Context: an optimization exercise on an open-source flow, tuned for small area and a short achievable clock period. The choices shown serve that exercise and are no tape-out recipe. Where RTL was checked, it was by simulation tests only, not by an equivalence proof against the original. Power and IR drop assume default switching activity. The flow treats the clock pin as an ideal source, which a real chip does not have.

## eight_pt_fft
module eight_pt_fft(a0,a1,a2,a3,a4,a5,a6,a7,clk,rst,
                    y0,yr1,yi1,yr2,yi2,yr3,yi3,y4,yr5,yi5,yr6,yi6,yr7,yi7);
    input  [15:0] a0,a1,a2,a3,a4,a5,a6,a7;
    input  clk,rst;
    output [15:0] y0,yr1,yi1,yr2,yi2,yr3,yi3,y4,yr5,yi5,yr6,yi6,yr7,yi7;
    reg [2:0] cnt;
    always @(posedge clk)
        if (rst) cnt <= 3'd0;
        else if (cnt != 3'd6) cnt <= cnt + 3'd1;
    wire ok = (cnt == 3'd6) & ~rst;
    wire w_s0_p1 = a0[0] ^ a4[0];
    wire w_s0_p2 = a0[1] ^ a4[1];
    wire w_s0_p3 = a0[2] ^ a4[2];
    wire w_s0_p4 = a0[3] ^ a4[3];
    wire w_s0_p5 = a0[4] ^ a4[4];
    wire w_s0_p6 = a0[5] ^ a4[5];
    wire w_s0_p7 = a0[6] ^ a4[6];
    wire w_s0_p8 = a0[7] ^ a4[7];
    wire w_s0_p9 = a0[8] ^ a4[8];
    wire w_s0_p10 = a0[9] ^ a4[9];
    wire w_s0_p11 = a0[10] ^ a4[10];
    wire w_s0_p12 = a0[11] ^ a4[11];
    wire w_s0_p13 = a0[12] ^ a4[12];
    wire w_s0_p14 = a0[13] ^ a4[13];
    wire w_s0_p15 = a0[14] ^ a4[14];
    wire w_s0_p16 = a0[15] ^ a4[15];
    wire w_s0_g17 = a0[0] & a4[0];
    wire w_s0_g18 = a0[1] & a4[1];
    wire w_s0_g19 = a0[2] & a4[2];
    wire w_s0_g20 = a0[3] & a4[3];
    wire w_s0_g21 = a0[4] & a4[4];
    wire w_s0_g22 = a0[5] & a4[5];
    wire w_s0_g23 = a0[6] & a4[6];
    wire w_s0_g24 = a0[7] & a4[7];
    wire w_s0_g25 = a0[8] & a4[8];
    wire w_s0_g26 = a0[9] & a4[9];
    wire w_s0_g27 = a0[10] & a4[10];
    wire w_s0_g28 = a0[11] & a4[11];
    wire w_s0_g29 = a0[12] & a4[12];
    wire w_s0_g30 = a0[13] & a4[13];
    wire w_s0_g31 = a0[14] & a4[14];
    wire w_s0_g32 = a0[15] & a4[15];
    wire w_s0_G33 = w_s0_g18 | (w_s0_p2 & w_s0_g17);
    wire w_s0_G34 = w_s0_g20 | (w_s0_p4 & w_s0_g19);
    wire w_s0_P35 = w_s0_p4 & w_s0_p3;
    wire w_s0_G36 = w_s0_g22 | (w_s0_p6 & w_s0_g21);
    wire w_s0_P37 = w_s0_p6 & w_s0_p5;
    wire w_s0_G38 = w_s0_g24 | (w_s0_p8 & w_s0_g23);
    wire w_s0_P39 = w_s0_p8 & w_s0_p7;
    wire w_s0_G40 = w_s0_g26 | (w_s0_p10 & w_s0_g25);
    wire w_s0_P41 = w_s0_p10 & w_s0_p9;
    wire w_s0_G42 = w_s0_g28 | (w_s0_p12 & w_s0_g27);
    wire w_s0_P43 = w_s0_p12 & w_s0_p11;
    wire w_s0_G44 = w_s0_g30 | (w_s0_p14 & w_s0_g29);
    wire w_s0_P45 = w_s0_p14 & w_s0_p13;
    wire w_s0_G46 = w_s0_G34 | (w_s0_P35 & w_s0_G33);
  ...
Size in the first run: roughly 2900 cells after synthesis, ~950 flip-flops, roughly 350 I/O pins, about 35000 um2 of cells after synthesis.
export LEC_CHECK = 0
export CAP_MARGIN = 20
export CORE_MARGIN = 2
export CORE_UTILIZATION = 40
export SETUP_SLACK_MARGIN = 2.0
export SLEW_MARGIN = 20
create_clock -name core_clock -period 4.0 [get_ports {clk}]
run.sh (not shown) runs the stock make flow with config.mk's settings and CLKGATE_MAP_FILE= SYNTH_SCRIPT=/design/flow/synth_recipe.tcl, a recipe that flattens the netlist after the stock synthesis.
The first run went through all stages and came out clean.
Edit:
==> flow/flow/run.sh (new file) <==
#!/bin/bash
# Standard layout, except that synthesis maps adders to plain gates instead of
# the platform's full/half-adder cells (ADDER_MAP_FILE left empty). Registers,
# their names and cell types are the same as the standard synthesis.
set -euo pipefail
bash standard.sh ADDER_MAP_FILE= finish > run_make.log 2>&1
==> flow/standard.sh (new file) <==
#!/bin/bash
# synth_recipe.tcl (not shown) runs the flow's synth.tcl, then flattens the netlist and writes it again
# the make line also repeats each setting of config.mk as NAME=value (left out here)
make -C /OpenROAD-flow-scripts/flow DESIGN_CONFIG=/design/flow/config.mk WORK_HOME=/design/flow/orfs CLKGATE_MAP_FILE= SYNTH_SCRIPT=/design/flow/synth_recipe.tcl "${@:-finish}"
removed: flow/run.sh
The changed run finished with timing, DRC and antenna clean; fmax went down by about a fifth; clock power goes down slightly; first-iteration DRC count increases by well over a third; final area came out higher by a few percent; setup slack gets worse by 0.55 ns; synthesized area is lower slightly; power grows by a little under a tenth.

========
Another version of the RTL of eight_pt_fft (not shown whole).
For scale: about 4200 cells after synthesis, about 350 I/O pins.
Settings: LEC_CHECK=0, ABC_AREA=1, CAP_MARGIN=20, CORE_MARGIN=2, CORE_UTILIZATION=75, CTS_CLUSTER_DIAMETER=50, CTS_CLUSTER_SIZE=24, PLACE_DENSITY=0.85, SETUP_SLACK_MARGIN=2.0, SLEW_MARGIN=20; clock period 4.0 ns.
standard.sh (not shown) runs the stock make flow with config.mk's settings and CLKGATE_MAP_FILE= SYNTH_SCRIPT=/design/flow/synth_recipe.tcl, a recipe that flattens the netlist after the stock synthesis.
==> flow/flow/run.sh <==
#!/bin/bash
# Standard layout, except: synthesis maps adders to plain gates instead of the
# platform's full/half-adder cells (ADDER_MAP_FILE left empty); ports buffered with buf_2.
# Registers, their names and cell types are the same as the standard synthesis.
set -euo pipefail
bash standard.sh ADDER_MAP_FILE= 'BUFFER_PORTS_ARGS=-buffer_cell sky130_fd_sc_hd__buf_2' finish > run_make.log 2>&1
The first run completed with no timing, DRC or antenna violations.
Edit:
Settings changed: CORE_UTILIZATION 75 to 65, PLACE_DENSITY 0.85 to 0.75.
Clock power is higher by about 8%; area after synthesis is unchanged; synthesized cell count stays the same.
Edit:
Settings changed: SETUP_SLACK_MARGIN 2.0 to 2.3.
Outcome:
- The changed run completed with no timing, DRC or antenna violations
- core utilization rose by 11 points
- worst setup slack hardly moves
- cell area rose by 15%
- maximum frequency is about the same
- non-clock buffer count rose by 232
- power rose by 11%
- synthesized cell count stays the same
- combinational power rose by 31%
- sequential share of layout area fell by 5.3 points
Edit:
==> flow/flow/run.sh (replaced) <==
#!/bin/bash
# Standard layout, except:
# - synthesis maps adders to plain gates instead of the platform's full/half-adder
#   cells (ADDER_MAP_FILE left empty);
# - ABC's area script gets a delay target (map -D 1700) so that it recovers area on
#   paths with slack;
# - ports are buffered with buf_2.
# Registers, their names and cell types are the same as the standard synthesis.
set -euo pipefail
rm -rf scripts_mod
cp -r "$FLOW_HOME/scripts" scripts_mod
printf 'strash\ndch\nmap -D 1700 -B 0.9\ntopo\nstime -c\nbuffer -c\nupsize -c\ndnsize -c\n' > scripts_mod/abc_area.script
bash standard.sh ADDER_MAP_FILE= SCRIPTS_DIR=$PWD/scripts_mod 'BUFFER_PORTS_ARGS=-buffer_cell sky130_fd_sc_hd__buf_2' finish > run_make.log 2>&1
Settings changed: SETUP_SLACK_MARGIN 2.3 to 2.0.
=>
- core utilization falls by 11 points
- synthesized area is unchanged
- design area drops by 13%
- sequential power barely changes
Edit:
==> flow/flow/run.sh (replaced) <==
#!/bin/bash
# Standard layout, except: synthesis maps adders to plain gates instead of the
# platform's full/half-adder cells (ADDER_MAP_FILE left empty); ports buffered with buf_2; clock tree without dummy loads.
# Registers, their names and cell types are the same as the standard synthesis.
set -euo pipefail
bash standard.sh ADDER_MAP_FILE= 'BUFFER_PORTS_ARGS=-buffer_cell sky130_fd_sc_hd__buf_2' 'CTS_ARGS=-sink_clustering_enable -repair_clock_nets -sink_clustering_size 24 -sink_clustering_max_diameter 50 -dont_use_dummy_load' finish > run_make.log 2>&1
Settings changed: CTS_CLUSTER_DIAMETER 50 to unset, CTS_CLUSTER_SIZE 24 to unset, SETUP_SLACK_MARGIN 2.0 to 2.12.
Hold slack barely changes.
Global-route usage rises by 0.25 points.
Critical path depth is unchanged.
Wire length rises by a few percent.
Maximum frequency rises slightly.
First-iteration DRC count falls by a few percent.
Cell area rises by a few percent.
Non-clock buffer count rises by 42.
Combinational power rises by a few percent.
Edit:
==> flow/flow/run.sh (replaced) <==
#!/bin/bash
# Standard layout, except: synthesis maps adders to plain gates instead of the
# platform's full/half-adder cells (ADDER_MAP_FILE left empty); ports buffered with buf_2; clock tree without dummy loads.
# Registers, their names and cell types are the same as the standard synthesis.
set -euo pipefail
bash standard.sh ADDER_MAP_FILE= 'BUFFER_PORTS_ARGS=-buffer_cell sky130_fd_sc_hd__buf_2' 'CTS_ARGS=-sink_clustering_enable -repair_clock_nets -sink_clustering_size 30 -sink_clustering_max_diameter 120 -dont_use_dummy_load' finish > run_make.log 2>&1
Settings changed: GPL_TIMING_DRIVEN set to 0, SETUP_SLACK_MARGIN 2.12 to 2.0.
Cell area decreases by 3.7%.
Synthesized cell count does not change.
Synthesized area does not change.
Clock skew decreases by 0.0071 ns.
Maximum frequency decreases by 3.8%.
Via count decreases by 0.84%.
Sequential power barely changes.
Final cell count is about the same.
Die area stays the same.

========
Starting RTL as in the previous note.
==> flow/config.mk <==
export PLATFORM = sky130hd
export DESIGN_NAME = eight_pt_fft
export DESIGN_NICKNAME = eight_pt_fft
export VERILOG_FILES = /design/flow/design.v
export SDC_FILE = /design/flow/constraint.sdc
export NUM_CORES = 4
export LEC_CHECK = 0
export ABC_AREA = 1
export CAP_MARGIN = 20
export CORE_MARGIN = 2
export CORE_UTILIZATION = 65
export PLACE_DENSITY = 0.75
export SETUP_SLACK_MARGIN = 2.0
export SLEW_MARGIN = 20
==> flow/constraint.sdc <==
create_clock -name core_clock -period 4.0 [get_ports {clk}]
set_input_delay 0.8000 -clock core_clock [delete_from_list [all_inputs] [get_ports {clk}]]
set_output_delay 0.8000 -clock core_clock [all_outputs]
set_load 0.01 [all_outputs]
==> flow/flow/run.sh <==
#!/bin/bash
# Standard layout, except: synthesis maps adders to plain gates instead of the
# platform's full/half-adder cells (ADDER_MAP_FILE left empty); ports buffered with buf_2; clock tree without dummy loads.
# Registers, their names and cell types are the same as the standard synthesis.
set -euo pipefail
bash standard.sh ADDER_MAP_FILE= 'BUFFER_PORTS_ARGS=-buffer_cell sky130_fd_sc_hd__buf_2' 'CTS_ARGS=-sink_clustering_enable -repair_clock_nets -sink_clustering_size 16 -sink_clustering_max_diameter 40 -dont_use_dummy_load' finish > run_make.log 2>&1
==> next run, changes <==
==> flow/flow/run.sh (replaced) <==
#!/bin/bash
# Standard layout, except: synthesis maps adders to plain gates instead of the
# platform's full/half-adder cells (ADDER_MAP_FILE left empty); ports buffered with buf_2; clock tree without dummy loads.
# Registers, their names and cell types are the same as the standard synthesis.
set -euo pipefail
bash standard.sh ADDER_MAP_FILE= 'BUFFER_PORTS_ARGS=-buffer_cell sky130_fd_sc_hd__buf_2' 'CTS_ARGS=-sink_clustering_enable -repair_clock_nets -sink_clustering_size 30 -sink_clustering_max_diameter 120 -dont_use_dummy_load' finish > run_make.log 2>&1
CORE_UTILIZATION = 58   (was 65)
PLACE_DENSITY = 0.68   (was 0.75)
The changed run finished with timing, DRC and antenna clean.
Sequential share of layout area rises by 2.0 points.
Hold slack improves by 0.052 ns.
Power falls by 11%.
Count of clock-buffer cells in the layout falls by 68.
Critical path depth does not change.
Non-clock buffer count rises by 1.
==> next run, changes <==
CORE_UTILIZATION = 65   (was 58)
PLACE_DENSITY = 0.75   (was 0.68)
Critical path depth stays the same.
Power stays flat.
Sequential share of layout area grows by 0.14 points.
Global-route usage grows by 2.2 points.
Register-to-register slack barely changes.

========
Setup of job 4604:
eight_pt_fft, a different RTL version from the one above (not shown whole).
Size in the first run: roughly 3000 cells after synthesis, ~950 flip-flops, roughly 350 I/O pins.
clock: 4.0 ns
lec_check: 0
abc_area: 1
cap_margin: 20
core_margin: 2
core_utilization: 65
place_density: 0.75
setup_slack_margin: 2.0
slew_margin: 20
==> flow/flow/run.sh <==
#!/bin/bash
# Standard layout, except:
# - synthesis maps adders to plain gates instead of the platform's full/half-adder
#   cells (ADDER_MAP_FILE left empty);
# - ABC's area script is replaced by flow/abc_area.script (a copy of ORFS's
#   scripts folder is made with only that file changed);
# - ports are buffered with buf_2; the clock tree is built without dummy loads.
# Registers, their names and cell types are the same as the standard synthesis.
set -euo pipefail
rm -rf scripts_mod
cp -r "$FLOW_HOME/scripts" scripts_mod
cp flow/abc_area.script scripts_mod/abc_area.script
bash standard.sh ADDER_MAP_FILE= SCRIPTS_DIR=$PWD/scripts_mod \
  'BUFFER_PORTS_ARGS=-buffer_cell sky130_fd_sc_hd__buf_2' \
  'CTS_ARGS=-sink_clustering_enable -repair_clock_nets -sink_clustering_size 30 -sink_clustering_max_diameter 120 -dont_use_dummy_load' \
  finish > run_make.log 2>&1
==> flow/flow/abc_area.script <==
strash
&get -n
&dch
&nf
&put
topo
stime -c
buffer -c
upsize -c
dnsize -c
#### Input delta (job 3814 over job 4604)
Settings: PLACE_DENSITY changed from 0.75 to 0.65.
==> flow/flow/run.sh <==
#!/bin/bash
# Standard layout, except: synthesis maps adders to plain gates instead of the
# platform's full/half-adder cells (ADDER_MAP_FILE left empty); ports buffered with buf_2; clock tree without dummy loads.
# Registers, their names and cell types are the same as the standard synthesis.
set -euo pipefail
bash standard.sh ADDER_MAP_FILE= 'BUFFER_PORTS_ARGS=-buffer_cell sky130_fd_sc_hd__buf_2' 'CTS_ARGS=-sink_clustering_enable -repair_clock_nets -sink_clustering_size 30 -sink_clustering_max_diameter 120 -dont_use_dummy_load' finish > run_make.log 2>&1
removed: flow/flow/abc_area.script
==> comparison <==
Sequential share of layout area: job 3814 vs job 4604 up 4.3 points
| wire length | job 3814 vs job 4604 | 19% lower |
The largest net degree at the start of global routing in job 3814 sits 82 below the value recorded for job 4604.
Diff job 4604 -> job 3814 | synthesized cell count | up by more than a quarter
Compared with job 4604, job 3814 shows a lower data required time of the worst path.
Compare job 3814 and job 4604 | area share of fa/ha/maj cells after synthesis higher: job 4604
Looking at area added between synthesis and finish across job 3814 and job 4604, the one that comes out higher is job 4604.
Note that the number of multi-input combinational cells in the layout recorded for job 3814 amounts to 1.3 times the value seen in job 4604.
Input changes introduced in job 4403 (baseline for comparison: job 3814):
Settings: PLACE_DENSITY: 0.65 -> 0.75.
==> flow/flow/run.sh <==
#!/bin/bash
# Standard layout, except:
# - synthesis maps adders to plain gates instead of the platform's full/half-adder
#   cells (ADDER_MAP_FILE left empty);
# - ABC's area script is replaced by flow/abc_area.script (a copy of ORFS's
#   scripts folder is made with only that file changed);
# - ports are buffered with buf_2; the clock tree is built without dummy loads.
# Registers, their names and cell types are the same as the standard synthesis.
set -euo pipefail
rm -rf scripts_mod
cp -r "$FLOW_HOME/scripts" scripts_mod
cp flow/abc_area.script scripts_mod/abc_area.script
bash standard.sh ADDER_MAP_FILE= SCRIPTS_DIR=$PWD/scripts_mod \
  'BUFFER_PORTS_ARGS=-buffer_cell sky130_fd_sc_hd__buf_2' \
  'CTS_ARGS=-sink_clustering_enable -repair_clock_nets -sink_clustering_size 30 -sink_clustering_max_diameter 120 -dont_use_dummy_load' \
  finish > run_make.log 2>&1
==> flow/flow/abc_area.script (new file) <==
strash
dch
map -B 0.9
topo
stime -c
Findings:
Number of global-route vias before repair for job 4403 is higher than for job 3814.
Routed wire length ends up higher on job 3814.
Compare job 4403 and job 3814 | met2 usage lower: job 3814
Diff job 4403..job 3814 | global-route usage | negligible
Compared job 4403 vs job 3814, and vertical die dimension is down in job 4403.
Count of TritonRoute iterations in the first routing pass: job 4403 and job 3814 compared, lower one is job 3814
Job 4403 ends up with a power that is about 1.6% higher than in job 3814.
Delta (job 4403 minus job 3814): final antenna diode count now larger, post-route cell area now larger.
The clock period minus worst slack in job 4403 was lower than what job 3814 gave.
There was hardly any difference in register-to-register setup slack between job 3814 and job 4403.
For job 4047, these inputs were changed with respect to job 4403:
==> flow/flow/run.sh <==
#!/bin/bash
# Standard layout, except: synthesis maps adders to plain gates instead of the
# platform's full/half-adder cells (ADDER_MAP_FILE left empty); ports buffered with buf_2; clock tree without dummy loads.
# Registers, their names and cell types are the same as the standard synthesis.
set -euo pipefail
bash standard.sh ADDER_MAP_FILE= 'BUFFER_PORTS_ARGS=-buffer_cell sky130_fd_sc_hd__buf_2' 'CTS_ARGS=-sink_clustering_enable -repair_clock_nets -sink_clustering_size 30 -sink_clustering_max_diameter 120 -dont_use_dummy_load' finish > run_make.log 2>&1
removed: flow/flow/abc_area.script
==> notes.md <==
Job 4047 reports a lower final area than job 4403 does.
Comparing job 4047 against job 4403, there is no change at all in quantity of hold-fixing buffers added after cts.
First-pass GRT wire length: job 4047 > job 4403
Between job 4403 and job 4047, the clock network fraction of total power is higher for job 4047.
Re number of vias per cell: job 4047 is about 0.7% down on job 4403.
Compared to job 4403, the router laid down more metal wire for job 4047.
Relative to job 4403, the non-clock buffer count of job 4047 is lower by 4.8%.
Function was not checked in any run of this note: the RTL went through the layout flow alone.

-- port drivers added, routing unchanged --
The results above use ideal ports. As a check the final layouts listed here were re-extracted and re-timed, cells and wires unchanged.
Step 1 sets driving cells, clkbuf_16 on the clock port and buf_2 on the other inputs (assumed; they add their load-dependent delay and slew).
Step 2 times the ports against the registers' clock, not the clock port: input delays grow and output delays shrink by t, the midpoint of the rising clock arrivals with the driver on.
Three values: no drivers, after step 1, after step 2; two values: the first two.
run	t (ns)	setup WS [ns]	clock arrival spread, ns
the first run of note 1	0.690	1.408 / 1.408 / 0.791	0.024 / 0.025
the second run of note 1	0.691	0.855 / 0.855 / 0.172	0.028 / 0.028
the first run of note 2	0.695	1.996 / 1.959 / 1.732	0.027 / 0.026
the second run of note 2	0.660	2.076 / 2.018 / 1.645	0.028 / 0.028
the third run of note 2	0.670	2.078 / 2.013 / 2.016	0.025 / 0.026
the fourth run of note 2	0.660	2.076 / 2.018 / 1.645	0.028 / 0.028
the fifth run of note 2	0.649	2.085 / 2.024 / 1.793	0.061 / 0.060
the sixth run of note 2	0.643	2.010 / 1.949 / 1.733	0.053 / 0.053
the first run of note 3	0.689	2.060 / 1.999 / 1.651	0.062 / 0.063
the second run of note 3	0.645	2.072 / 2.010 / 1.691	0.041 / 0.042
the third run of note 3	0.641	2.075 / 2.012 / 1.669	0.051 / 0.051
job 4604	0.647	1.432 / 1.432 / 1.432	0.034 / 0.033
job 3814	0.625	2.035 / 1.975 / 1.759	0.049 / 0.050
job 4403	0.641	2.058 / 1.998 / 1.782	0.024 / 0.024
job 4047	0.639	2.057 / 1.994 / 1.748	0.047 / 0.047
After both steps every run listed still meets setup and hold. For the second run of note 1, which loses most, drivers alone change the setup slack by 0.000 ns; drivers and shift together by -0.683 ns.
